This is an optimization exercise on Yosys and OpenROAD, whose aim is small area and a short achievable clock period, not a production implementation. Function was checked by simulation only, so behaviour that the tests miss may differ from the original.

<file path="flow/standard.sh">
#!/bin/bash
# synth_recipe.tcl (not shown) runs the flow's synth.tcl, then flattens the netlist and writes it again
# the make line also repeats each setting of config.mk as NAME=value (left out here)
make -C /OpenROAD-flow-scripts/flow DESIGN_CONFIG=/design/flow/config.mk WORK_HOME=/design/flow/orfs CLKGATE_MAP_FILE= SYNTH_SCRIPT=/design/flow/synth_recipe.tcl "${@:-finish}"
</file>
<file path="flow/constraint.sdc">
create_clock -name core_clock -period 42.0 [get_ports {clk}]
set_input_delay 8.4000 -clock core_clock [delete_from_list [all_inputs] [get_ports {clk}]]
set_output_delay 8.4000 -clock core_clock [all_outputs]
set_load 0.01 [all_outputs]
</file>
<file path="flow/design.v">
module processor(clk, rst, i_dataValid, i_packet, o_answer);
  input clk;
  input rst;
  input i_dataValid;
  input [31:0] i_packet;
  output reg [31:0] o_answer;
  reg [6:0] rf;
  reg f;
  wire dir = i_packet[31];
  wire [30:0] v;
  wire [3:0] g;
  gctl uc0 (.vld(i_dataValid), .rst(rst), .g(g[0]));
  gctl uc1 (.vld(i_dataValid), .rst(rst), .g(g[1]));
  gctl uc2 (.vld(i_dataValid), .rst(rst), .g(g[2]));
  gctl uc3 (.vld(i_dataValid), .rst(rst), .g(g[3]));
  gate8 ug0 (.d(i_packet[7:0]), .g(g[0]), .q(v[7:0]));
  gate8 ug1 (.d(i_packet[15:8]), .g(g[1]), .q(v[15:8]));
  gate8 ug2 (.d(i_packet[23:16]), .g(g[2]), .q(v[23:16]));
  gate8 ug3 (.d({1'b0, i_packet[30:24]}), .g(g[3]), .q({nc_unused, v[30:24]}));
  wire nc_unused;
  wire [31:0] a = o_answer;
  wire [6:0] rneg = (rf == 7'd0) ? 7'd0 : 7'd100 - rf;
  wire [6:0] rin1 = f ? rf : rneg;        
  wire [6:0] rin0 = f ? rneg : rf;        
  wire [6:0] rin = dir ? rin1 : rin0;
  wire [9:0] c0 = v[11:2];
  wire [9:0] c1 = v[21:12];
  wire [8:0] c2 = v[30:22];
  wire [9:0] c1n = ~c1;
  wire [8:0] c2n = ~c2;
  wire [2:0] uq = {1'b0, v[1:0]} + {1'b0, rin[1:0]};
  wire cc = uq[2];
  wire ns_1, nc_2;
  fa uns_1 (.a(c0[0]), .b(c1n[0]), .c(c2[0]), .s(ns_1), .co(nc_2));
  wire ns_3, nc_4;
  fa uns_3 (.a(c0[7]), .b(c1n[7]), .c(c2[7]), .s(ns_3), .co(nc_4));
  wire ns_5, nc_6;
  fa uns_5 (.a(rin[2]), .b(cc), .c(ns_1), .s(ns_5), .co(nc_6));
  wire ns_7, nc_8;
  xn2 uns_7 (.a(c0[1]), .b(c1n[1]), .y(ns_7));
  or2m unc_8 (.a(c0[1]), .b(c1n[1]), .y(nc_8));
  wire ns_9, nc_10;
  fa uns_9 (.a(c2[1]), .b(c0[8]), .c(c0[7]), .s(ns_9), .co(nc_10));
  wire ns_11, nc_12;
  fa uns_11 (.a(c1n[8]), .b(c1n[7]), .c(c2[8]), .s(ns_11), .co(nc_12));
  wire ns_13, nc_14;
  fa uns_13 (.a(c2[7]), .b(rin[3]), .c(ns_7), .s(ns_13), .co(nc_14));
  wire ns_15, nc_16;
  fa uns_15 (.a(nc_2), .b(nc_4), .c(ns_9), .s(ns_15), .co(nc_16));
  wire ns_17, nc_18;
  fa uns_17 (.a(ns_11), .b(ns_13), .c(nc_6), .s(ns_17), .co(nc_18));
  wire ns_19, nc_20;
  fa uns_19 (.a(c0[2]), .b(c1n[2]), .c(c2[2]), .s(ns_19), .co(nc_20));
  wire ns_21, nc_22;
  fa uns_21 (.a(c0[9]), .b(c0[8]), .c(c1n[9]), .s(ns_21), .co(nc_22));
  wire ns_23, nc_24;
  fa uns_23 (.a(c1n[8]), .b(c2[8]), .c(rin[4]), .s(ns_23), .co(nc_24));
  wire ns_25, nc_26;
  fa uns_25 (.a(nc_8), .b(nc_10), .c(nc_12), .s(ns_25), .co(nc_26));
  wire ns_27, nc_28;
  fa uns_27 (.a(ns_19), .b(ns_21), .c(ns_23), .s(ns_27), .co(nc_28));
  wire ns_29, nc_30;
  fa uns_29 (.a(nc_14), .b(nc_16), .c(ns_25), .s(ns_29), .co(nc_30));
  wire ns_31, nc_32;
  ha uns_31 (.a(ns_27), .b(nc_18), .s(ns_31), .co(nc_32));
  wire ns_33, nc_34;
  fa uns_33 (.a(c0[3]), .b(c1n[3]), .c(c2[3]), .s(ns_33), .co(nc_34));
  wire ns_35, nc_36;
  fa uns_35 (.a(c0[9]), .b(c1n[9]), .c(rin[5]), .s(ns_35), .co(nc_36));
  wire ns_37, nc_38;
  fa uns_37 (.a(nc_20), .b(nc_22), .c(ns_33), .s(ns_37), .co(nc_38));
  wire ns_39, nc_40;
  fa uns_39 (.a(nc_24), .b(ns_35), .c(nc_26), .s(ns_39), .co(nc_40));
  wire ns_41, nc_42;
  fa uns_41 (.a(ns_37), .b(nc_28), .c(nc_30), .s(ns_41), .co(nc_42));
  wire ns_43, nc_44;
  ha uns_43 (.a(ns_39), .b(nc_32), .s(ns_43), .co(nc_44));
  wire ns_45, nc_46;
  fa uns_45 (.a(c0[4]), .b(c1n[4]), .c(c2[4]), .s(ns_45), .co(nc_46));
  wire ns_47, nc_48;
  fa uns_47 (.a(rin[6]), .b(nc_34), .c(ns_45), .s(ns_47), .co(nc_48));
  wire ns_49, nc_50;
  fa uns_49 (.a(nc_36), .b(nc_38), .c(ns_47), .s(ns_49), .co(nc_50));
  wire ns_51, nc_52;
  fa uns_51 (.a(nc_40), .b(ns_49), .c(nc_42), .s(ns_51), .co(nc_52));
  wire ns_53, nc_54;
  fa uns_53 (.a(c0[5]), .b(c1n[5]), .c(c2[5]), .s(ns_53), .co(nc_54));
  wire ns_55, nc_56;
  fa uns_55 (.a(nc_46), .b(ns_53), .c(nc_48), .s(ns_55), .co(nc_56));
  wire ns_57, nc_58;
  ha uns_57 (.a(nc_50), .b(ns_55), .s(ns_57), .co(nc_58));
  wire ns_59, nc_60;
  fa uns_59 (.a(c0[6]), .b(c1n[6]), .c(c2[6]), .s(ns_59), .co(nc_60));
  wire ns_61, nc_62;
  fa uns_61 (.a(nc_54), .b(ns_59), .c(nc_56), .s(ns_61), .co(nc_62));
  wire ng_63, np_64;
  ha unp_64 (.a(ns_3), .b(ns_5), .s(np_64), .co(ng_63));
  wire ng_65, np_66;
  ha unp_66 (.a(ns_15), .b(ns_17), .s(np_66), .co(ng_65));
  wire ng_67, np_68;
  ha unp_68 (.a(ns_29), .b(ns_31), .s(np_68), .co(ng_67));
  wire ng_69, np_70;
  ha unp_70 (.a(ns_41), .b(ns_43), .s(np_70), .co(ng_69));
  wire ng_71, np_72;
  ha unp_72 (.a(nc_44), .b(ns_51), .s(np_72), .co(ng_71));
  wire ng_73, np_74;
  ha unp_74 (.a(ns_57), .b(nc_52), .s(np_74), .co(ng_73));
  wire ng_75, np_76;
  ha unp_76 (.a(nc_58), .b(ns_61), .s(np_76), .co(ng_75));
  wire ng_77, np_78;
  ha unp_78 (.a(nc_60), .b(nc_62), .s(np_78), .co(ng_77));
  wire nG_79 = ng_65 | (np_66 & ng_63);
  wire nP_80 = np_66 & np_64;
  wire nG_81 = ng_69 | (np_70 & ng_67);
  wire nP_82 = np_70 & np_68;
  wire nG_83 = ng_73 | (np_74 & ng_71);
  wire nP_84 = np_74 & np_72;
  wire nG_85 = ng_77 | (np_78 & ng_75);
  wire nP_86 = np_78 & np_76;
  wire nG_87 = ng_67 | (np_68 & nG_79);
  wire nP_88 = np_68 & nP_80;
  wire nG_89 = nG_81 | (nP_82 & nG_79);
  wire nP_90 = nP_82 & nP_80;
  wire nG_91 = ng_75 | (np_76 & nG_83);
  wire nP_92 = np_76 & nP_84;
  wire nG_93 = nG_85 | (nP_86 & nG_83);
  wire nP_94 = nP_86 & nP_84;
  wire nG_95 = ng_71 | (np_72 & nG_89);
  wire nP_96 = np_72 & nP_90;
  wire nG_97 = nG_83 | (nP_84 & nG_89);
  wire nP_98 = nP_84 & nP_90;
  wire nG_99 = nG_91 | (nP_92 & nG_89);
  wire nP_100 = nP_92 & nP_90;
  wire nG_101 = nG_93 | (nP_94 & nG_89);
  wire nP_102 = nP_94 & nP_90;
  wire no_103;
  xr2 uno_103 (.a(np_66), .b(ng_63), .y(no_103));
  wire no_104;
  xr2 uno_104 (.a(np_68), .b(nG_79), .y(no_104));
  wire no_105;
  xr2 uno_105 (.a(np_70), .b(nG_87), .y(no_105));
  wire no_106;
  xr2 uno_106 (.a(np_72), .b(nG_89), .y(no_106));
  wire no_107;
  xr2 uno_107 (.a(np_74), .b(nG_95), .y(no_107));
  wire no_108;
  xr2 uno_108 (.a(np_76), .b(nG_97), .y(no_108));
  wire no_109;
  xr2 uno_109 (.a(np_78), .b(nG_99), .y(no_109));
  wire [8:0] fp = {nG_101, no_109, no_108, no_107, no_106, no_105, no_104, no_103, np_64};
  wire [4:0] rr;
  ftab utab (.f(fp[8:4]), .rr(rr));
  wire [5:0] s = {1'b0, rr} + {2'b0, fp[3:0]};
  wire [4:0] ry = (s >= 6'd25) ? s[4:0] + 5'd7 : s[4:0];
  wire [6:0] m = {ry, uq[1:0]};
  wire ns_110 = ~no_103;
  wire ns_111, nc_112;
  fa uns_111 (.a(np_64), .b(no_103), .c(no_104), .s(ns_111), .co(nc_112));
  wire ns_113, nc_114;
  fa uns_113 (.a(no_103), .b(no_105), .c(nc_112), .s(ns_113), .co(nc_114));
  wire ns_115, nc_116;
  fa uns_115 (.a(no_104), .b(no_106), .c(nc_114), .s(ns_115), .co(nc_116));
  wire ns_117, nc_118;
  fa uns_117 (.a(no_105), .b(no_107), .c(nG_101), .s(ns_117), .co(nc_118));
  wire ns_119, nc_120;
  ha uns_119 (.a(no_106), .b(no_108), .s(ns_119), .co(nc_120));
  wire ns_121, nc_122;
  fa uns_121 (.a(a[0]), .b(c1[0]), .c(c2n[0]), .s(ns_121), .co(nc_122));
  wire ns_123, nc_124;
  fa uns_123 (.a(c0[7]), .b(c1n[7]), .c(c2[7]), .s(ns_123), .co(nc_124));
  wire ns_125, nc_126;
  fa uns_125 (.a(ns_121), .b(ns_123), .c(no_107), .s(ns_125), .co(nc_126));
  wire ns_127, nc_128;
  ha uns_127 (.a(no_109), .b(nc_120), .s(ns_127), .co(nc_128));
  wire ns_129, nc_130;
  fa uns_129 (.a(a[1]), .b(c1[1]), .c(c2n[1]), .s(ns_129), .co(nc_130));
  wire ns_131, nc_132;
  fa uns_131 (.a(c0[8]), .b(c1n[8]), .c(c2[8]), .s(ns_131), .co(nc_132));
  wire ns_133, nc_134;
  fa uns_133 (.a(nc_122), .b(nc_124), .c(ns_129), .s(ns_133), .co(nc_134));
  wire ns_135, nc_136;
  fa uns_135 (.a(ns_131), .b(ns_133), .c(nG_101), .s(ns_135), .co(nc_136));
  wire ns_137, nc_138;
  fa uns_137 (.a(no_108), .b(nc_126), .c(nc_128), .s(ns_137), .co(nc_138));
  wire ns_139, nc_140;
  fa uns_139 (.a(a[2]), .b(c1[2]), .c(c2n[2]), .s(ns_139), .co(nc_140));
  wire ns_141, nc_142;
  fa uns_141 (.a(c0[9]), .b(c0[7]), .c(c1n[9]), .s(ns_141), .co(nc_142));
  wire ns_143, nc_144;
  fa uns_143 (.a(c1n[7]), .b(c2[7]), .c(nc_130), .s(ns_143), .co(nc_144));
  wire ns_145, nc_146;
  fa uns_145 (.a(nc_132), .b(ns_139), .c(ns_141), .s(ns_145), .co(nc_146));
  wire ns_147, nc_148;
  fa uns_147 (.a(nc_134), .b(ns_143), .c(ns_145), .s(ns_147), .co(nc_148));
  wire ns_149, nc_150;
  fa uns_149 (.a(ns_147), .b(no_109), .c(nc_136), .s(ns_149), .co(nc_150));
  wire ns_151, nc_152;
  fa uns_151 (.a(a[3]), .b(c1[3]), .c(c1[0]), .s(ns_151), .co(nc_152));
  wire ns_153, nc_154;
  fa uns_153 (.a(c2n[0]), .b(c2n[3]), .c(c0[8]), .s(ns_153), .co(nc_154));
  wire ns_155, nc_156;
  fa uns_155 (.a(c1n[8]), .b(c2[8]), .c(nc_140), .s(ns_155), .co(nc_156));
  wire ns_157, nc_158;
  fa uns_157 (.a(nc_142), .b(ns_151), .c(ns_153), .s(ns_157), .co(nc_158));
  wire ns_159, nc_160;
  fa uns_159 (.a(nc_144), .b(nc_146), .c(ns_155), .s(ns_159), .co(nc_160));
  wire ns_161, nc_162;
  fa uns_161 (.a(ns_157), .b(nc_148), .c(ns_159), .s(ns_161), .co(nc_162));
  wire ns_163, nc_164;
  ha uns_163 (.a(ns_161), .b(nG_101), .s(ns_163), .co(nc_164));
  wire ns_165, nc_166;
  fa uns_165 (.a(a[4]), .b(c1[4]), .c(c1[1]), .s(ns_165), .co(nc_166));
  wire ns_167, nc_168;
  fa uns_167 (.a(c2n[1]), .b(c2n[4]), .c(c0[9]), .s(ns_167), .co(nc_168));
  wire ns_169, nc_170;
  fa uns_169 (.a(c1n[9]), .b(nc_152), .c(nc_154), .s(ns_169), .co(nc_170));
  wire ns_171, nc_172;
  fa uns_171 (.a(ns_165), .b(ns_167), .c(nc_156), .s(ns_171), .co(nc_172));
  wire ns_173, nc_174;
  fa uns_173 (.a(nc_158), .b(ns_169), .c(nc_160), .s(ns_173), .co(nc_174));
  wire ns_175, nc_176;
  fa uns_175 (.a(ns_171), .b(nc_162), .c(ns_173), .s(ns_175), .co(nc_176));
  wire ns_177, nc_178;
  fa uns_177 (.a(a[5]), .b(c1[5]), .c(c1[2]), .s(ns_177), .co(nc_178));
  wire ns_179, nc_180;
  fa uns_179 (.a(c1[0]), .b(c2n[0]), .c(c2n[2]), .s(ns_179), .co(nc_180));
  wire ns_181, nc_182;
  fa uns_181 (.a(c2n[5]), .b(nc_166), .c(nc_168), .s(ns_181), .co(nc_182));
  wire ns_183, nc_184;
  fa uns_183 (.a(ns_177), .b(ns_179), .c(nc_170), .s(ns_183), .co(nc_184));
  wire ns_185, nc_186;
  fa uns_185 (.a(ns_181), .b(nc_172), .c(ns_183), .s(ns_185), .co(nc_186));
  wire ns_187, nc_188;
  ha uns_187 (.a(nc_174), .b(ns_185), .s(ns_187), .co(nc_188));
  wire ns_189, nc_190;
  fa uns_189 (.a(a[6]), .b(c1[6]), .c(c1[3]), .s(ns_189), .co(nc_190));
  wire ns_191, nc_192;
  fa uns_191 (.a(c1[1]), .b(c2n[1]), .c(c2n[3]), .s(ns_191), .co(nc_192));
  wire ns_193, nc_194;
  fa uns_193 (.a(c2n[6]), .b(nc_178), .c(nc_180), .s(ns_193), .co(nc_194));
  wire ns_195, nc_196;
  fa uns_195 (.a(ns_189), .b(ns_191), .c(nc_182), .s(ns_195), .co(nc_196));
  wire ns_197, nc_198;
  fa uns_197 (.a(ns_193), .b(nc_184), .c(ns_195), .s(ns_197), .co(nc_198));
  wire ns_199, nc_200;
  ha uns_199 (.a(nc_186), .b(ns_197), .s(ns_199), .co(nc_200));
  wire ns_201, nc_202;
  fa uns_201 (.a(a[7]), .b(c1[7]), .c(c1[4]), .s(ns_201), .co(nc_202));
  wire ns_203, nc_204;
  fa uns_203 (.a(c1[2]), .b(c2n[2]), .c(c2n[4]), .s(ns_203), .co(nc_204));
  wire ns_205, nc_206;
  fa uns_205 (.a(c2n[7]), .b(nc_190), .c(nc_192), .s(ns_205), .co(nc_206));
  wire ns_207, nc_208;
  fa uns_207 (.a(ns_201), .b(ns_203), .c(nc_194), .s(ns_207), .co(nc_208));
  wire ns_209, nc_210;
  fa uns_209 (.a(ns_205), .b(nc_196), .c(ns_207), .s(ns_209), .co(nc_210));
  wire ns_211, nc_212;
  ha uns_211 (.a(nc_198), .b(ns_209), .s(ns_211), .co(nc_212));
  wire ns_213, nc_214;
  fa uns_213 (.a(a[8]), .b(c1[8]), .c(c1[5]), .s(ns_213), .co(nc_214));
  wire ns_215, nc_216;
  fa uns_215 (.a(c1[3]), .b(c2n[3]), .c(c2n[5]), .s(ns_215), .co(nc_216));
  wire ns_217, nc_218;
  fa uns_217 (.a(c2n[8]), .b(nc_202), .c(nc_204), .s(ns_217), .co(nc_218));
  wire ns_219, nc_220;
  fa uns_219 (.a(ns_213), .b(ns_215), .c(nc_206), .s(ns_219), .co(nc_220));
  wire ns_221, nc_222;
  fa uns_221 (.a(ns_217), .b(nc_208), .c(ns_219), .s(ns_221), .co(nc_222));
  wire ns_223, nc_224;
  ha uns_223 (.a(nc_210), .b(ns_221), .s(ns_223), .co(nc_224));
  wire ns_225, nc_226;
  xn2 uns_225 (.a(a[9]), .b(c1[9]), .y(ns_225));
  or2m unc_226 (.a(a[9]), .b(c1[9]), .y(nc_226));
  wire ns_227, nc_228;
  fa uns_227 (.a(c1[6]), .b(c1[4]), .c(c2n[4]), .s(ns_227), .co(nc_228));
  wire ns_229, nc_230;
  fa uns_229 (.a(c2n[6]), .b(ns_225), .c(nc_214), .s(ns_229), .co(nc_230));
  wire ns_231, nc_232;
  fa uns_231 (.a(nc_216), .b(ns_227), .c(nc_218), .s(ns_231), .co(nc_232));
  wire ns_233, nc_234;
  fa uns_233 (.a(ns_229), .b(nc_220), .c(ns_231), .s(ns_233), .co(nc_234));
  wire ns_235, nc_236;
  ha uns_235 (.a(nc_222), .b(ns_233), .s(ns_235), .co(nc_236));
  wire ns_237, nc_238;
  xn2 uns_237 (.a(a[10]), .b(c1[7]), .y(ns_237));
  or2m unc_238 (.a(a[10]), .b(c1[7]), .y(nc_238));
  wire ns_239, nc_240;
  fa uns_239 (.a(c1[5]), .b(c2[0]), .c(c2n[5]), .s(ns_239), .co(nc_240));
  wire ns_241, nc_242;
  fa uns_241 (.a(c2n[7]), .b(nc_226), .c(ns_237), .s(ns_241), .co(nc_242));
  wire ns_243, nc_244;
  fa uns_243 (.a(nc_228), .b(ns_239), .c(ns_241), .s(ns_243), .co(nc_244));
  wire ns_245, nc_246;
  fa uns_245 (.a(nc_230), .b(ns_243), .c(nc_232), .s(ns_245), .co(nc_246));
  wire ns_247, nc_248;
  ha uns_247 (.a(nc_234), .b(ns_245), .s(ns_247), .co(nc_248));
  wire ns_249, nc_250;
  xn2 uns_249 (.a(a[11]), .b(c1[8]), .y(ns_249));
  or2m unc_250 (.a(a[11]), .b(c1[8]), .y(nc_250));
  wire ns_251, nc_252;
  fa uns_251 (.a(c1[6]), .b(c2[1]), .c(c2n[6]), .s(ns_251), .co(nc_252));
  wire ns_253, nc_254;
  fa uns_253 (.a(c2n[8]), .b(nc_238), .c(ns_249), .s(ns_253), .co(nc_254));
  wire ns_255, nc_256;
  fa uns_255 (.a(nc_240), .b(ns_251), .c(nc_242), .s(ns_255), .co(nc_256));
  wire ns_257, nc_258;
  fa uns_257 (.a(ns_253), .b(nc_244), .c(ns_255), .s(ns_257), .co(nc_258));
  wire ns_259, nc_260;
  ha uns_259 (.a(ns_257), .b(nc_246), .s(ns_259), .co(nc_260));
  wire ns_261, nc_262;
  fa uns_261 (.a(a[12]), .b(c1[9]), .c(c1[7]), .s(ns_261), .co(nc_262));
  wire ns_263, nc_264;
  fa uns_263 (.a(c2[2]), .b(c2n[7]), .c(nc_250), .s(ns_263), .co(nc_264));
  wire ns_265, nc_266;
  fa uns_265 (.a(nc_252), .b(ns_261), .c(nc_254), .s(ns_265), .co(nc_266));
  wire ns_267, nc_268;
  fa uns_267 (.a(ns_263), .b(nc_256), .c(ns_265), .s(ns_267), .co(nc_268));
  wire ns_269, nc_270;
  ha uns_269 (.a(nc_258), .b(ns_267), .s(ns_269), .co(nc_270));
  wire ns_271, nc_272;
  xn2 uns_271 (.a(a[13]), .b(c1[8]), .y(ns_271));
  or2m unc_272 (.a(a[13]), .b(c1[8]), .y(nc_272));
  wire ns_273, nc_274;
  fa uns_273 (.a(c2[0]), .b(c2[3]), .c(c2n[8]), .s(ns_273), .co(nc_274));
  wire ns_275, nc_276;
  fa uns_275 (.a(ns_271), .b(nc_262), .c(ns_273), .s(ns_275), .co(nc_276));
  wire ns_277, nc_278;
  fa uns_277 (.a(nc_264), .b(ns_275), .c(nc_266), .s(ns_277), .co(nc_278));
  wire ns_279, nc_280;
  ha uns_279 (.a(nc_268), .b(ns_277), .s(ns_279), .co(nc_280));
  wire ns_281, nc_282;
  fa uns_281 (.a(a[14]), .b(c1[9]), .c(c2[1]), .s(ns_281), .co(nc_282));
  wire ns_283, nc_284;
  fa uns_283 (.a(c2[4]), .b(nc_272), .c(nc_274), .s(ns_283), .co(nc_284));
  wire ns_285, nc_286;
  fa uns_285 (.a(ns_281), .b(nc_276), .c(ns_283), .s(ns_285), .co(nc_286));
  wire ns_287, nc_288;
  ha uns_287 (.a(ns_285), .b(nc_278), .s(ns_287), .co(nc_288));
  wire ns_289, nc_290;
  xn2 uns_289 (.a(a[15]), .b(c2[0]), .y(ns_289));
  or2m unc_290 (.a(a[15]), .b(c2[0]), .y(nc_290));
  wire ns_291, nc_292;
  fa uns_291 (.a(c2[2]), .b(c2[5]), .c(ns_289), .s(ns_291), .co(nc_292));
  wire ns_293, nc_294;
  fa uns_293 (.a(nc_282), .b(ns_291), .c(nc_284), .s(ns_293), .co(nc_294));
  wire ns_295, nc_296;
  ha uns_295 (.a(nc_286), .b(ns_293), .s(ns_295), .co(nc_296));
  wire ns_297, nc_298;
  xn2 uns_297 (.a(a[16]), .b(c2[1]), .y(ns_297));
  or2m unc_298 (.a(a[16]), .b(c2[1]), .y(nc_298));
  wire ns_299, nc_300;
  fa uns_299 (.a(c2[3]), .b(c2[6]), .c(nc_290), .s(ns_299), .co(nc_300));
  wire ns_301, nc_302;
  fa uns_301 (.a(ns_297), .b(nc_292), .c(ns_299), .s(ns_301), .co(nc_302));
  wire ns_303, nc_304;
  ha uns_303 (.a(ns_301), .b(nc_294), .s(ns_303), .co(nc_304));
  wire ns_305, nc_306;
  xn2 uns_305 (.a(a[17]), .b(c2[2]), .y(ns_305));
  or2m unc_306 (.a(a[17]), .b(c2[2]), .y(nc_306));
  wire ns_307, nc_308;
  fa uns_307 (.a(c2[4]), .b(c2[7]), .c(nc_298), .s(ns_307), .co(nc_308));
  wire ns_309, nc_310;
  fa uns_309 (.a(ns_305), .b(nc_300), .c(ns_307), .s(ns_309), .co(nc_310));
  wire ns_311, nc_312;
  ha uns_311 (.a(nc_302), .b(ns_309), .s(ns_311), .co(nc_312));
  wire ns_313, nc_314;
  xn2 uns_313 (.a(a[18]), .b(c2[3]), .y(ns_313));
  or2m unc_314 (.a(a[18]), .b(c2[3]), .y(nc_314));
  wire ns_315, nc_316;
  fa uns_315 (.a(c2[5]), .b(c2[8]), .c(nc_306), .s(ns_315), .co(nc_316));
  wire ns_317, nc_318;
  fa uns_317 (.a(ns_313), .b(nc_308), .c(ns_315), .s(ns_317), .co(nc_318));
  wire ns_319, nc_320;
  ha uns_319 (.a(nc_310), .b(ns_317), .s(ns_319), .co(nc_320));
  wire ns_321, nc_322;
  xn2 uns_321 (.a(a[19]), .b(c2[4]), .y(ns_321));
  or2m unc_322 (.a(a[19]), .b(c2[4]), .y(nc_322));
  wire ns_323, nc_324;
  fa uns_323 (.a(c2[6]), .b(nc_314), .c(ns_321), .s(ns_323), .co(nc_324));
  wire ns_325, nc_326;
  fa uns_325 (.a(nc_316), .b(ns_323), .c(nc_318), .s(ns_325), .co(nc_326));
  wire ns_327, nc_328;
  xn2 uns_327 (.a(a[20]), .b(c2[5]), .y(ns_327));
  or2m unc_328 (.a(a[20]), .b(c2[5]), .y(nc_328));
  wire ns_329, nc_330;
  fa uns_329 (.a(c2[7]), .b(nc_322), .c(ns_327), .s(ns_329), .co(nc_330));
  wire ns_331, nc_332;
  ha uns_331 (.a(nc_324), .b(ns_329), .s(ns_331), .co(nc_332));
  wire ns_333, nc_334;
  xn2 uns_333 (.a(a[21]), .b(c2[6]), .y(ns_333));
  or2m unc_334 (.a(a[21]), .b(c2[6]), .y(nc_334));
  wire ns_335, nc_336;
  fa uns_335 (.a(c2[8]), .b(nc_328), .c(ns_333), .s(ns_335), .co(nc_336));
  wire ns_337, nc_338;
  ha uns_337 (.a(nc_330), .b(ns_335), .s(ns_337), .co(nc_338));
  wire ns_339, nc_340;
  xn2 uns_339 (.a(a[22]), .b(c2[7]), .y(ns_339));
  or2m unc_340 (.a(a[22]), .b(c2[7]), .y(nc_340));
  wire ns_341, nc_342;
  fa uns_341 (.a(nc_334), .b(ns_339), .c(nc_336), .s(ns_341), .co(nc_342));
  wire ns_343, nc_344;
  xn2 uns_343 (.a(a[23]), .b(c2[8]), .y(ns_343));
  or2m unc_344 (.a(a[23]), .b(c2[8]), .y(nc_344));
  wire ns_345, nc_346;
  ha uns_345 (.a(nc_340), .b(ns_343), .s(ns_345), .co(nc_346));
  wire ns_347, nc_348;
  xn2 uns_347 (.a(a[24]), .b(nc_344), .y(ns_347));
  or2m unc_348 (.a(a[24]), .b(nc_344), .y(nc_348));
  wire ns_349 = ~a[25];
  wire ns_350 = ~a[26];
  wire ns_351 = ~a[27];
  wire ns_352 = ~a[28];
  wire ns_353 = ~a[29];
  wire ns_354 = ~a[30];
  wire ns_355 = ~a[31];
  wire ng_356, np_357;
  ha unp_357 (.a(np_64), .b(no_105), .s(np_357), .co(ng_356));
  wire ng_358, np_359;
  ha unp_359 (.a(ns_110), .b(no_106), .s(np_359), .co(ng_358));
  wire ng_360, np_361;
  ha unp_361 (.a(ns_111), .b(no_107), .s(np_361), .co(ng_360));
  wire ng_362, np_363;
  ha unp_363 (.a(ns_113), .b(no_108), .s(np_363), .co(ng_362));
  wire ng_364, np_365;
  ha unp_365 (.a(no_109), .b(ns_115), .s(np_365), .co(ng_364));
  wire ng_366, np_367;
  ha unp_367 (.a(nc_116), .b(ns_117), .s(np_367), .co(ng_366));
  wire ng_368, np_369;
  ha unp_369 (.a(ns_119), .b(nc_118), .s(np_369), .co(ng_368));
  wire ng_370, np_371;
  ha unp_371 (.a(ns_125), .b(ns_127), .s(np_371), .co(ng_370));
  wire ng_372, np_373;
  ha unp_373 (.a(ns_135), .b(ns_137), .s(np_373), .co(ng_372));
  wire ng_374, np_375;
  ha unp_375 (.a(nc_138), .b(ns_149), .s(np_375), .co(ng_374));
  wire ng_376, np_377;
  ha unp_377 (.a(ns_163), .b(nc_150), .s(np_377), .co(ng_376));
  wire ng_378, np_379;
  ha unp_379 (.a(ns_175), .b(nc_164), .s(np_379), .co(ng_378));
  wire ng_380, np_381;
  ha unp_381 (.a(ns_187), .b(nc_176), .s(np_381), .co(ng_380));
  wire ng_382, np_383;
  ha unp_383 (.a(nc_188), .b(ns_199), .s(np_383), .co(ng_382));
  wire ng_384, np_385;
  ha unp_385 (.a(nc_200), .b(ns_211), .s(np_385), .co(ng_384));
  wire ng_386, np_387;
  ha unp_387 (.a(nc_212), .b(ns_223), .s(np_387), .co(ng_386));
  wire ng_388, np_389;
  ha unp_389 (.a(nc_224), .b(ns_235), .s(np_389), .co(ng_388));
  wire ng_390, np_391;
  ha unp_391 (.a(ns_247), .b(nc_236), .s(np_391), .co(ng_390));
  wire ng_392, np_393;
  ha unp_393 (.a(nc_248), .b(ns_259), .s(np_393), .co(ng_392));
  wire ng_394, np_395;
  ha unp_395 (.a(ns_269), .b(nc_260), .s(np_395), .co(ng_394));
  wire ng_396, np_397;
  ha unp_397 (.a(nc_270), .b(ns_279), .s(np_397), .co(ng_396));
  wire ng_398, np_399;
  ha unp_399 (.a(ns_287), .b(nc_280), .s(np_399), .co(ng_398));
  wire ng_400, np_401;
  ha unp_401 (.a(ns_295), .b(nc_288), .s(np_401), .co(ng_400));
  wire ng_402, np_403;
  ha unp_403 (.a(nc_296), .b(ns_303), .s(np_403), .co(ng_402));
  wire ng_404, np_405;
  ha unp_405 (.a(ns_311), .b(nc_304), .s(np_405), .co(ng_404));
  wire ng_406, np_407;
  ha unp_407 (.a(nc_312), .b(ns_319), .s(np_407), .co(ng_406));
  wire ng_408, np_409;
  ha unp_409 (.a(nc_320), .b(ns_325), .s(np_409), .co(ng_408));
  wire ng_410, np_411;
  ha unp_411 (.a(ns_331), .b(nc_326), .s(np_411), .co(ng_410));
  wire ng_412, np_413;
  ha unp_413 (.a(nc_332), .b(ns_337), .s(np_413), .co(ng_412));
  wire ng_414, np_415;
  ha unp_415 (.a(nc_338), .b(ns_341), .s(np_415), .co(ng_414));
  wire ng_416, np_417;
  ha unp_417 (.a(ns_345), .b(nc_342), .s(np_417), .co(ng_416));
  wire ng_418, np_419;
  ha unp_419 (.a(ns_347), .b(nc_346), .s(np_419), .co(ng_418));
  wire ng_420, np_421;
  ha unp_421 (.a(ns_349), .b(nc_348), .s(np_421), .co(ng_420));
  wire ng_422, np_423;
  ha unp_423 (.a(a[25]), .b(ns_350), .s(np_423), .co(ng_422));
  wire ng_424, np_425;
  ha unp_425 (.a(a[26]), .b(ns_351), .s(np_425), .co(ng_424));
  wire ng_426, np_427;
  ha unp_427 (.a(a[27]), .b(ns_352), .s(np_427), .co(ng_426));
  wire ng_428, np_429;
  ha unp_429 (.a(a[28]), .b(ns_353), .s(np_429), .co(ng_428));
  wire ng_430, np_431;
  ha unp_431 (.a(a[29]), .b(ns_354), .s(np_431), .co(ng_430));
  wire ng_432, np_433;
  ha unp_433 (.a(a[30]), .b(ns_355), .s(np_433), .co(ng_432));
  wire nG_434 = ng_358 | (np_359 & ng_356);
  wire nP_435 = np_359 & np_357;
  wire nG_436 = ng_362 | (np_363 & ng_360);
  wire nP_437 = np_363 & np_361;
  wire nG_438 = ng_366 | (np_367 & ng_364);
  wire nP_439 = np_367 & np_365;
  wire nG_440 = ng_370 | (np_371 & ng_368);
  wire nP_441 = np_371 & np_369;
  wire nG_442 = ng_374 | (np_375 & ng_372);
  wire nP_443 = np_375 & np_373;
  wire nG_444 = ng_378 | (np_379 & ng_376);
  wire nP_445 = np_379 & np_377;
  wire nG_446 = ng_382 | (np_383 & ng_380);
  wire nP_447 = np_383 & np_381;
  wire nG_448 = ng_386 | (np_387 & ng_384);
  wire nP_449 = np_387 & np_385;
  wire nG_450 = ng_390 | (np_391 & ng_388);
  wire nP_451 = np_391 & np_389;
  wire nG_452 = ng_394 | (np_395 & ng_392);
  wire nP_453 = np_395 & np_393;
  wire nG_454 = ng_398 | (np_399 & ng_396);
  wire nP_455 = np_399 & np_397;
  wire nG_456 = ng_402 | (np_403 & ng_400);
  wire nP_457 = np_403 & np_401;
  wire nG_458 = ng_406 | (np_407 & ng_404);
  wire nP_459 = np_407 & np_405;
  wire nG_460 = ng_410 | (np_411 & ng_408);
  wire nP_461 = np_411 & np_409;
  wire nG_462 = ng_414 | (np_415 & ng_412);
  wire nP_463 = np_415 & np_413;
  wire nG_464 = ng_418 | (np_419 & ng_416);
  wire nP_465 = np_419 & np_417;
  wire nG_466 = ng_422 | (np_423 & ng_420);
  wire nP_467 = np_423 & np_421;
  wire nG_468 = ng_426 | (np_427 & ng_424);
  wire nP_469 = np_427 & np_425;
  wire nG_470 = ng_430 | (np_431 & ng_428);
  wire nP_471 = np_431 & np_429;
  wire nG_472 = ng_360 | (np_361 & nG_434);
  wire nP_473 = np_361 & nP_435;
  wire nG_474 = nG_436 | (nP_437 & nG_434);
  wire nP_475 = nP_437 & nP_435;
  wire nG_476 = ng_368 | (np_369 & nG_438);
  wire nP_477 = np_369 & nP_439;
  wire nG_478 = nG_440 | (nP_441 & nG_438);
  wire nP_479 = nP_441 & nP_439;
  wire nG_480 = ng_376 | (np_377 & nG_442);
  wire nP_481 = np_377 & nP_443;
  wire nG_482 = nG_444 | (nP_445 & nG_442);
  wire nP_483 = nP_445 & nP_443;
  wire nG_484 = ng_384 | (np_385 & nG_446);
  wire nP_485 = np_385 & nP_447;
  wire nG_486 = nG_448 | (nP_449 & nG_446);
  wire nP_487 = nP_449 & nP_447;
  wire nG_488 = ng_392 | (np_393 & nG_450);
  wire nP_489 = np_393 & nP_451;
  wire nG_490 = nG_452 | (nP_453 & nG_450);
  wire nP_491 = nP_453 & nP_451;
  wire nG_492 = ng_400 | (np_401 & nG_454);
  wire nP_493 = np_401 & nP_455;
  wire nG_494 = nG_456 | (nP_457 & nG_454);
  wire nP_495 = nP_457 & nP_455;
  wire nG_496 = ng_408 | (np_409 & nG_458);
  wire nP_497 = np_409 & nP_459;
  wire nG_498 = nG_460 | (nP_461 & nG_458);
  wire nP_499 = nP_461 & nP_459;
  wire nG_500 = ng_416 | (np_417 & nG_462);
  wire nP_501 = np_417 & nP_463;
  wire nG_502 = nG_464 | (nP_465 & nG_462);
  wire nP_503 = nP_465 & nP_463;
  wire nG_504 = ng_424 | (np_425 & nG_466);
  wire nP_505 = np_425 & nP_467;
  wire nG_506 = nG_468 | (nP_469 & nG_466);
  wire nP_507 = nP_469 & nP_467;
  wire nG_508 = ng_432 | (np_433 & nG_470);
  wire nP_509 = np_433 & nP_471;
  wire nG_510 = ng_364 | (np_365 & nG_474);
  wire nP_511 = np_365 & nP_475;
  wire nG_512 = nG_438 | (nP_439 & nG_474);
  wire nP_513 = nP_439 & nP_475;
  wire nG_514 = nG_476 | (nP_477 & nG_474);
  wire nP_515 = nP_477 & nP_475;
  wire nG_516 = nG_478 | (nP_479 & nG_474);
  wire nP_517 = nP_479 & nP_475;
  wire nG_518 = ng_380 | (np_381 & nG_482);
  wire nP_519 = np_381 & nP_483;
  wire nG_520 = nG_446 | (nP_447 & nG_482);
  wire nP_521 = nP_447 & nP_483;
  wire nG_522 = nG_484 | (nP_485 & nG_482);
  wire nP_523 = nP_485 & nP_483;
  wire nG_524 = nG_486 | (nP_487 & nG_482);
  wire nP_525 = nP_487 & nP_483;
  wire nG_526 = ng_396 | (np_397 & nG_490);
  wire nP_527 = np_397 & nP_491;
  wire nG_528 = nG_454 | (nP_455 & nG_490);
  wire nP_529 = nP_455 & nP_491;
  wire nG_530 = nG_492 | (nP_493 & nG_490);
  wire nP_531 = nP_493 & nP_491;
  wire nG_532 = nG_494 | (nP_495 & nG_490);
  wire nP_533 = nP_495 & nP_491;
  wire nG_534 = ng_412 | (np_413 & nG_498);
  wire nP_535 = np_413 & nP_499;
  wire nG_536 = nG_462 | (nP_463 & nG_498);
  wire nP_537 = nP_463 & nP_499;
  wire nG_538 = nG_500 | (nP_501 & nG_498);
  wire nP_539 = nP_501 & nP_499;
  wire nG_540 = nG_502 | (nP_503 & nG_498);
  wire nP_541 = nP_503 & nP_499;
  wire nG_542 = ng_428 | (np_429 & nG_506);
  wire nP_543 = np_429 & nP_507;
  wire nG_544 = nG_470 | (nP_471 & nG_506);
  wire nP_545 = nP_471 & nP_507;
  wire nG_546 = nG_508 | (nP_509 & nG_506);
  wire nP_547 = nP_509 & nP_507;
  wire nG_548 = ng_372 | (np_373 & nG_516);
  wire nP_549 = np_373 & nP_517;
  wire nG_550 = nG_442 | (nP_443 & nG_516);
  wire nP_551 = nP_443 & nP_517;
  wire nG_552 = nG_480 | (nP_481 & nG_516);
  wire nP_553 = nP_481 & nP_517;
  wire nG_554 = nG_482 | (nP_483 & nG_516);
  wire nP_555 = nP_483 & nP_517;
  wire nG_556 = nG_518 | (nP_519 & nG_516);
  wire nP_557 = nP_519 & nP_517;
  wire nG_558 = nG_520 | (nP_521 & nG_516);
  wire nP_559 = nP_521 & nP_517;
  wire nG_560 = nG_522 | (nP_523 & nG_516);
  wire nP_561 = nP_523 & nP_517;
  wire nG_562 = nG_524 | (nP_525 & nG_516);
  wire nP_563 = nP_525 & nP_517;
  wire nG_564 = ng_404 | (np_405 & nG_532);
  wire nP_565 = np_405 & nP_533;
  wire nG_566 = nG_458 | (nP_459 & nG_532);
  wire nP_567 = nP_459 & nP_533;
  wire nG_568 = nG_496 | (nP_497 & nG_532);
  wire nP_569 = nP_497 & nP_533;
  wire nG_570 = nG_498 | (nP_499 & nG_532);
  wire nP_571 = nP_499 & nP_533;
  wire nG_572 = nG_534 | (nP_535 & nG_532);
  wire nP_573 = nP_535 & nP_533;
  wire nG_574 = nG_536 | (nP_537 & nG_532);
  wire nP_575 = nP_537 & nP_533;
  wire nG_576 = nG_538 | (nP_539 & nG_532);
  wire nP_577 = nP_539 & nP_533;
  wire nG_578 = nG_540 | (nP_541 & nG_532);
  wire nP_579 = nP_541 & nP_533;
  wire nG_580 = ng_388 | (np_389 & nG_562);
  wire nP_581 = np_389 & nP_563;
  wire nG_582 = nG_450 | (nP_451 & nG_562);
  wire nP_583 = nP_451 & nP_563;
  wire nG_584 = nG_488 | (nP_489 & nG_562);
  wire nP_585 = nP_489 & nP_563;
  wire nG_586 = nG_490 | (nP_491 & nG_562);
  wire nP_587 = nP_491 & nP_563;
  wire nG_588 = nG_526 | (nP_527 & nG_562);
  wire nP_589 = nP_527 & nP_563;
  wire nG_590 = nG_528 | (nP_529 & nG_562);
  wire nP_591 = nP_529 & nP_563;
  wire nG_592 = nG_530 | (nP_531 & nG_562);
  wire nP_593 = nP_531 & nP_563;
  wire nG_594 = nG_532 | (nP_533 & nG_562);
  wire nP_595 = nP_533 & nP_563;
  wire nG_596 = nG_564 | (nP_565 & nG_562);
  wire nP_597 = nP_565 & nP_563;
  wire nG_598 = nG_566 | (nP_567 & nG_562);
  wire nP_599 = nP_567 & nP_563;
  wire nG_600 = nG_568 | (nP_569 & nG_562);
  wire nP_601 = nP_569 & nP_563;
  wire nG_602 = nG_570 | (nP_571 & nG_562);
  wire nP_603 = nP_571 & nP_563;
  wire nG_604 = nG_572 | (nP_573 & nG_562);
  wire nP_605 = nP_573 & nP_563;
  wire nG_606 = nG_574 | (nP_575 & nG_562);
  wire nP_607 = nP_575 & nP_563;
  wire nG_608 = nG_576 | (nP_577 & nG_562);
  wire nP_609 = nP_577 & nP_563;
  wire nG_610 = nG_578 | (nP_579 & nG_562);
  wire nP_611 = nP_579 & nP_563;
  wire nG_612 = ng_420 | (np_421 & nG_610);
  wire nP_613 = np_421 & nP_611;
  wire nG_614 = nG_466 | (nP_467 & nG_610);
  wire nP_615 = nP_467 & nP_611;
  wire nG_616 = nG_504 | (nP_505 & nG_610);
  wire nP_617 = nP_505 & nP_611;
  wire nG_618 = nG_506 | (nP_507 & nG_610);
  wire nP_619 = nP_507 & nP_611;
  wire nG_620 = nG_542 | (nP_543 & nG_610);
  wire nP_621 = nP_543 & nP_611;
  wire nG_622 = nG_544 | (nP_545 & nG_610);
  wire nP_623 = nP_545 & nP_611;
  wire nG_624 = nG_546 | (nP_547 & nG_610);
  wire nP_625 = nP_547 & nP_611;
  wire no_626;
  xr2 uno_626 (.a(np_371), .b(nG_514), .y(no_626));
  wire no_627;
  xr2 uno_627 (.a(np_373), .b(nG_516), .y(no_627));
  wire no_628;
  xr2 uno_628 (.a(np_375), .b(nG_548), .y(no_628));
  wire no_629;
  xr2 uno_629 (.a(np_377), .b(nG_550), .y(no_629));
  wire no_630;
  xr2 uno_630 (.a(np_379), .b(nG_552), .y(no_630));
  wire no_631;
  xr2 uno_631 (.a(np_381), .b(nG_554), .y(no_631));
  wire no_632;
  xr2 uno_632 (.a(np_383), .b(nG_556), .y(no_632));
  wire no_633;
  xr2 uno_633 (.a(np_385), .b(nG_558), .y(no_633));
  wire no_634;
  xr2 uno_634 (.a(np_387), .b(nG_560), .y(no_634));
  wire no_635;
  xr2 uno_635 (.a(np_389), .b(nG_562), .y(no_635));
  wire no_636;
  xr2 uno_636 (.a(np_391), .b(nG_580), .y(no_636));
  wire no_637;
  xr2 uno_637 (.a(np_393), .b(nG_582), .y(no_637));
  wire no_638;
  xr2 uno_638 (.a(np_395), .b(nG_584), .y(no_638));
  wire no_639;
  xr2 uno_639 (.a(np_397), .b(nG_586), .y(no_639));
  wire no_640;
  xr2 uno_640 (.a(np_399), .b(nG_588), .y(no_640));
  wire no_641;
  xr2 uno_641 (.a(np_401), .b(nG_590), .y(no_641));
  wire no_642;
  xr2 uno_642 (.a(np_403), .b(nG_592), .y(no_642));
  wire no_643;
  xr2 uno_643 (.a(np_405), .b(nG_594), .y(no_643));
  wire no_644;
  xr2 uno_644 (.a(np_407), .b(nG_596), .y(no_644));
  wire no_645;
  xr2 uno_645 (.a(np_409), .b(nG_598), .y(no_645));
  wire no_646;
  xr2 uno_646 (.a(np_411), .b(nG_600), .y(no_646));
  wire no_647;
  xr2 uno_647 (.a(np_413), .b(nG_602), .y(no_647));
  wire no_648;
  xr2 uno_648 (.a(np_415), .b(nG_604), .y(no_648));
  wire no_649;
  xr2 uno_649 (.a(np_417), .b(nG_606), .y(no_649));
  wire no_650;
  xr2 uno_650 (.a(np_419), .b(nG_608), .y(no_650));
  wire no_651;
  xr2 uno_651 (.a(np_421), .b(nG_610), .y(no_651));
  wire no_652;
  xr2 uno_652 (.a(np_423), .b(nG_612), .y(no_652));
  wire no_653;
  xr2 uno_653 (.a(np_425), .b(nG_614), .y(no_653));
  wire no_654;
  xr2 uno_654 (.a(np_427), .b(nG_616), .y(no_654));
  wire no_655;
  xr2 uno_655 (.a(np_429), .b(nG_618), .y(no_655));
  wire no_656;
  xr2 uno_656 (.a(np_431), .b(nG_620), .y(no_656));
  wire no_657;
  xr2 uno_657 (.a(np_433), .b(nG_622), .y(no_657));
  wire [31:0] sum = {no_657, no_656, no_655, no_654, no_653, no_652, no_651, no_650, no_649, no_648, no_647, no_646, no_645, no_644, no_643, no_642, no_641, no_640, no_639, no_638, no_637, no_636, no_635, no_634, no_633, no_632, no_631, no_630, no_629, no_628, no_627, no_626};
  always @(posedge clk) begin
    o_answer <= rst ? 32'd0 : sum;
    rf <= rst ? 7'd50 : m;
    f <= dir;
  end
endmodule
module ftab(input [4:0] f, output [4:0] rr);
  assign rr[0] = (f == 5'd2) | (f == 5'd3) | (f == 5'd5) | (f == 5'd6) | (f == 5'd8) | (f == 5'd9) | (f == 5'd11) | (f == 5'd12) | (f == 5'd15) | (f == 5'd18) | (f == 5'd21) | (f == 5'd24) | (f == 5'd27) | (f == 5'd28) | (f == 5'd30) | (f == 5'd31);
  assign rr[1] = (f == 5'd2) | (f == 5'd3) | (f == 5'd4) | (f == 5'd8) | (f == 5'd9) | (f == 5'd10) | (f == 5'd15) | (f == 5'd16) | (f == 5'd17) | (f == 5'd21) | (f == 5'd22) | (f == 5'd23) | (f == 5'd27) | (f == 5'd28) | (f == 5'd29);
  assign rr[2] = (f == 5'd2) | (f == 5'd3) | (f == 5'd4) | (f == 5'd5) | (f == 5'd6) | (f == 5'd7) | (f == 5'd15) | (f == 5'd16) | (f == 5'd17) | (f == 5'd18) | (f == 5'd19) | (f == 5'd20) | (f == 5'd27) | (f == 5'd28) | (f == 5'd29) | (f == 5'd30) | (f == 5'd31);
  assign rr[3] = (f == 5'd4) | (f == 5'd7) | (f == 5'd10) | (f == 5'd13) | (f == 5'd14) | (f == 5'd15) | (f == 5'd18) | (f == 5'd21) | (f == 5'd24) | (f == 5'd29);
  assign rr[4] = (f == 5'd1) | (f == 5'd3) | (f == 5'd6) | (f == 5'd9) | (f == 5'd12) | (f == 5'd14) | (f == 5'd17) | (f == 5'd20) | (f == 5'd23) | (f == 5'd26) | (f == 5'd28) | (f == 5'd31);
endmodule
module gctl(input vld, input rst, output g);
  assign g = vld & ~rst;
endmodule
module gate8(input [7:0] d, input g, output [7:0] q);
  assign q = d & {8{g}};
endmodule
module fa(input a, input b, input c, output s, output co);
  assign s = a ^ b ^ c;
  assign co = (a & b) | (a & c) | (b & c);
endmodule
module ao21(input a, input b, input c, output y);
  assign y = a | (b & c);
endmodule
module xn2(input a, input b, output y);
  assign y = ~(a ^ b);
endmodule
module or2m(input a, input b, output y);
  assign y = a | b;
endmodule
module an2(input a, input b, output y);
  assign y = a & b;
endmodule
module xr2(input a, input b, output y);
  assign y = a ^ b;
endmodule
module ha(input a, input b, output s, output co);
  assign s = a ^ b;
  assign co = a & b;
endmodule
</file>
<file path="flow/flow/run.sh">
#!/bin/bash
# Standard layout, with plain buf_1 cells as the buffers that every input and output port gets,
# and timing repair asked to keep 26 ns of setup slack (a 16 ns path) so that the resizer
# buffers and sizes the critical path instead of leaving minimum-size gates on it.
set -euo pipefail
export BUFFER_PORTS_ARGS="-buffer_cell sky130_fd_sc_hd__buf_1"
export SETUP_SLACK_MARGIN=26
bash standard.sh > standard.log 2>&1
</file>
<file path="flow/config.mk">
export PLATFORM = sky130hd
export DESIGN_NAME = processor
export DESIGN_NICKNAME = processor
export VERILOG_FILES = /design/flow/design.v
export SDC_FILE = /design/flow/constraint.sdc
export NUM_CORES = 4
export LEC_CHECK = 0
export CAP_MARGIN = 20
export CORE_MARGIN = 2
export CORE_UTILIZATION = 60
export SLEW_MARGIN = 20
export SYNTH_HIERARCHICAL = 1
</file>
==> results of run 1 <==
final cells by class:
class,count,area share [%]
multi-input cells,534,78.7
flip-flops and latches,40,11.2
repair buffers,72,4.18
well taps,140,2.46
inverters,41,2.16
clock buffers,5,0.966
clock inverters,3,0.334
per-stage QoR:
step	utilization, %	area [µm²]	hold WS [ns]	instances
after floorplan	-	6620	0.684	626
after global placement	65.0	7010	0.679	827
after detailed placement	65.0	7010	0.695	827
after CTS	65.8	7100	0.712	835
after global routing	66.0	7130	0.745	835
final	66.0	7130	0.707	835
metal layers:
metal / global-route usage, % / vias to the layer above / share of wire, %
li1: - / 2242 / -
met1: 34.8 / 2367 / 44
met2: 46.2 / 116 / 50
met3: 5.38 / 24 / 4.2
met4: 8.97 / 0 / 2.4
met5: 0 / - / 0
final timing paths:
kind           startpoint      endpoint  slack (ns)  depth (start not counted)
max reg2reg             f         rf[4]       34.46                         29
min reg2reg  o_answer[31]  o_answer[31]        0.71                          4
min          o_answer[31]  o_answer[31]        0.71                          4
max                   rst         rf[4]       26.43                         28
state kept, by name, indices dropped and copies added, names as in the netlist:
signal and flops:
rf 7, f 1, o_answer 32
critical path, delay by kind of cell:
kind	cells	cell delay [ns]
simple gates	8	1.55
buf+inv	4	0.54
fa+ha+maj	10	3.78
compound gates	6	1.48
cells in the final DEF, fill, tap and decap left out, drive strengths merged, types with 22 or more instances in the layout:
master / count
xor2: 42
dfxtp: 40
inv: 41
a21o: 26
o21ai: 22
and2: 32
fa: 114
buf: 71
nand2: 23
ha: 78
nor2b: 41
what timing repair did:
item                       CTS  global route
hold buffers                 0             0
buffers inserted             0             0
gates resized for setup      0             7
setup endpoints to repair    0            22
==> results.ini, run 1 <==
[run_status]
outcome=complete, no violations

[cells_and_area]
register_area_um2=801
layout-drive-gt1-share_pct=5.47
synthToLayoutAreaGrowth_pct=7.62
multiInputGateArea_um2=5610
finalNetCount=921
n_fill_cell=890
num_antenna_cells=0

[routing]
dr_total_vias=4749
vias_per_cell=5.69
drt-wirelength-per-cell_um=17.7
first_pass_iters=5
drc=0
antenna_left=0
routed_wirelength_um=14800
drtIter0Drc=305

[critical_path]
end_kind=flip-flop
cp_max_fo=43
critPathKind=in -> reg
cp_common_cell=fa_1
cp-start-kind=input pin
slowest_delay_ns=0.56
slowest_stage=fa_1
crit_arrival_ns=15.77
crit_required_ns=42.20

[clock_network]
clockBufferDepth=2
htreeDepth=2
cts_sinks=40
numCtsBuffers=5
cts-root-buf=clkbuf_8
clkTransAtPathRegs_ns=0.10
cts_tree=yes
clk_latency_ns=0.34

[global_routing]
grt_first_pass_wirelength_um=24000
grt_pass1_vias=4935
grt_overflow=0
grt_max_degree=44
globalRouteTotalUtil_pct=27.2
antenna_found_initial=0

[floorplan]
num_rows=38
initial_utilization_pct=61.3
die_w_um=109
design.die.area_um2=11900
die_h_um=109
fp.coreArea_um2=10800
num_io_pins=67

[sta]
slew_headroom_pct=53.4
fin_tns_setup_ns=0
hold_viol_final=0
worstMarginPinSlew_ns=0.692
setup_viol=0
fmax_ghz=0.0642
finalCriticalPeriod_ns=15.57
slew_violations=0
rsz0062_at_grt=false
fin_skew_ns=0.0193
layout_setup_ws_ns=26.43
timing.final.crit_share_pct=37.1

[placed_design]
dp_slack_ns=25.68
hpwl_um=12600
port_buffers=66
gp_congestion=0.915

[logic_synthesis]
synthesis.nets=853
synth_warnings=7
synth.avg_cell_area_um2=10.6
synth_area_um2=6620
netlist_instances=626

[job]
drv_cap=0

[min_path]
hp-class=reg -> reg

==> run 2, diff against run 1 <==
==> flow/flow/run.sh (replaced) <==
#!/bin/bash
# Standard layout, with plain buf_1 cells as the buffers that every input and output port gets,
# and timing repair asked to keep 27 ns of setup slack (a 15 ns path) so that the resizer
# buffers and sizes the critical path instead of leaving minimum-size gates on it.
set -euo pipefail
export BUFFER_PORTS_ARGS="-buffer_cell sky130_fd_sc_hd__buf_1"
export SETUP_SLACK_MARGIN=27
bash standard.sh > standard.log 2>&1
==> run 2 against run 1 <==
- critical endpoint is now o_answer[12]
- worst setup slack better by 0.68 ns
- register-to-register slack gained 0.55 ns
- first-iteration DRC count fell by 4.9%
- still clean
- flip-flop and latch count is the same
==> results.ini, run 2 <==
[placed_design]
hpwl_um=12300  ; was 12600 µm
gp_congestion=0.965  ; was 0.915
port_buffers=66  ; unchanged
dp_slack_ns=25.55  ; was 25.68 ns

[routing]
routed_wirelength_um=15900  ; was 14800 µm
antenna_left=0  ; unchanged
first_pass_iters=4  ; was 5
wl_met3_um=784  ; was 621 µm
drt-wirelength-per-cell_um=18.4  ; was 17.7 µm
dr_wl_met2_um=7780  ; was 7370 µm
routed.top_layer=met4  ; unchanged
dr_total_vias=4904  ; was 4749
drc=0  ; unchanged
vias_per_cell=5.66  ; was 5.69
wl_met1_um=7000  ; was 6450 µm
drtIter0Drc=290  ; was 305

[clock_network]
clkTransAtPathRegs_ns=0.09  ; was 0.10 ns
numCtsBuffers=5  ; unchanged
clk_latency_ns=0.32  ; was 0.34 ns
cts_sinks=40  ; unchanged
htreeDepth=2  ; unchanged
clockBufferDepth=2  ; unchanged
cts-root-buf=clkbuf_8  ; unchanged
cts_tree=yes  ; unchanged

[logic_synthesis]
synth.avg_cell_area_um2=10.6  ; unchanged
netlist_instances=626  ; unchanged
synthesis.nets=853  ; unchanged
synth_warnings=7  ; unchanged
synth_area_um2=6620  ; unchanged

[critical_path]
cp_common_cell=a21o_1  ; was fa_1
cp-start-kind=input pin  ; unchanged
slowest_stage=fa_2  ; was fa_1
worst-path-buf-inv=4  ; unchanged
end_kind=flip-flop  ; unchanged
slowest_delay_ns=0.58  ; was 0.56 ns
critPathKind=in -> reg  ; unchanged
crit_required_ns=42.22  ; was 42.20 ns
crit_arrival_ns=15.11  ; was 15.77 ns
cp_max_fo=7  ; was 43
critical-path-top-delay-family=adder cells  ; unchanged

[floorplan]
num_io_pins=67  ; unchanged
fp.coreArea_um2=10800  ; unchanged
num_rows=38  ; unchanged
initial_utilization_pct=61.3  ; unchanged
die_w_um=109  ; unchanged
die_h_um=109  ; unchanged
design.die.area_um2=11900  ; unchanged

[global_routing]
globalRouteTotalUtil_pct=28.9  ; was 27.2%
grt_overflow=0  ; unchanged
grt_pass1_vias=5109  ; was 4935
grt_first_pass_wirelength_um=25600  ; was 24000 µm
antenna_found_initial=0  ; unchanged
grt_max_degree=23  ; was 44

[cells_and_area]
regMostFlops=o_answer  ; unchanged
largest_register_ffs=32  ; unchanged
register_area_um2=801  ; unchanged
n_fill_cell=825  ; was 890
layout-drive-gt1-share_pct=17.6  ; was 5.47%
reg_top3=o_answer (32), rf (7), f (1)  ; unchanged
final_cell_mix=106 x fa_1, 70 x ha_1, 63 x buf_1, 40 x dfxtp_1  ; was 114 x fa_1, 78 x ha_1, 65 x buf_1, 41 x inv_1, 41 x xor2_1
finalNetCount=952  ; was 921
synthToLayoutAreaGrowth_pct=17.6  ; was 7.62%
num_antenna_cells=0  ; unchanged
fin_util_pct=72.2  ; was 66.0%
multiInputGateArea_um2=5940  ; was 5610 µm²
final_common_cell=fa_1  ; unchanged

[sta]
slew_violations=0  ; unchanged
fmax_ghz=0.0672  ; was 0.0642 GHz
slew_headroom_pct=50.3  ; was 53.4%
hold_viol_final=0  ; unchanged
fin_skew_ns=0.0103  ; was 0.0193 ns
whs_ns=0.737  ; was 0.707 ns
worstMarginPinSlew_ns=0.738  ; was 0.692 ns
setup_viol=0  ; unchanged
timing.final.crit_share_pct=35.4  ; was 37.1%
layout_setup_ws_ns=27.11  ; was 26.43 ns
fin_tns_setup_ns=0  ; unchanged
finalCriticalPeriod_ns=14.89  ; was 15.57 ns
rsz0062_at_grt=true  ; was false

[min_path]
hp-class=reg -> reg  ; unchanged

[job]
drv_cap=0  ; unchanged

[run_status]
outcome=complete, no violations  ; unchanged

## run 2: repair_timing
action	CTS	global route
hold buffers	0	0
resized for setup	37	52
endpoints found under the setup margin	35	22
gates cloned	2	0
pin swaps	12	39
buffers inserted	15	16
## run 2: cell type report
type	instances	area share [%]
multi-input combinational	534	76.3
sequential	40	10.3
timing repair buffer	103	7.89
tap	140	2.25
inverter	41	2.07
clock buffer	5	0.884
clock inverter	3	0.305
## run 2: metal layers
| layer | track usage, % | vias to the layer above |
|---|---|---|
| li1 | - | 2312 |
| met1 | 39.2 | 2457 |
| met2 | 48.2 | 113 |
| met3 | 5.56 | 22 |
| met4 | 6.78 | 0 |
| met5 | 0 | - |
## run 2: worst register-to-register path: cells and delay by family, from the launching register on
family	cells	cell delay, ns
adders and majority gates	10	3.33
DFF	1	0.31
and+or+nand+nor	4	0.51
buffers and inverters	2	0.22
xor gates and xnor gates	1	0.15
AOI/OAI and AO/OA	13	2.37
## run 2: metrics by stage
| stage | std cells | instance area, µm² |
|---|---|---|
| floorplan | 626 | 6650 |
| global route | 866 | 7790 |
| global placement | 825 | 7030 |
| detailed placement | 825 | 7030 |
| finish | 866 | 7790 |
| CTS | 850 | 7420 |
## run 2: final timing paths
path / endpoint / cells past startpoint / slack [ns] / from
worst max-delay path: o_answer[12] / 28 / 27.11 / rst
worst min-delay path: o_answer[31] / 4 / 0.74 / o_answer[31]
worst max register to register: o_answer[12] / 30 / 35.01 / rf[0]
worst min register to register: o_answer[31] / 4 / 0.74 / o_answer[31]

==> static timing again, ports no longer ideal <==
How much do the figures lean on ideal ports? The routed layouts below were timed once more, with nothing changed but the port constraints. Step 1 assumes that a clkbuf_16 drives the clock port and a buf_2 every other input. Step 2 times the ports against the registers' clock, not the clock port: input delays grow and output delays shrink by t, the midpoint of the rising clock arrivals with the driver on. Three values: no drivers, after step 1, after step 2; two values: the first two.
run	shift t [ns]	setup slack, ns	slew at the worst register clock pin (ns)	worst data-port slew with drivers (ns)
run 1	0.363	26.430 / 26.444 / 26.080	0.10 / 0.10	0.04
run 2	0.353	27.114 / 27.108 / 26.755	0.09 / 0.09	0.06
After both steps every run listed still meets setup and hold. For run 2, which loses most, drivers alone change the setup slack by -0.006 ns; drivers and shift together by -0.359 ns.
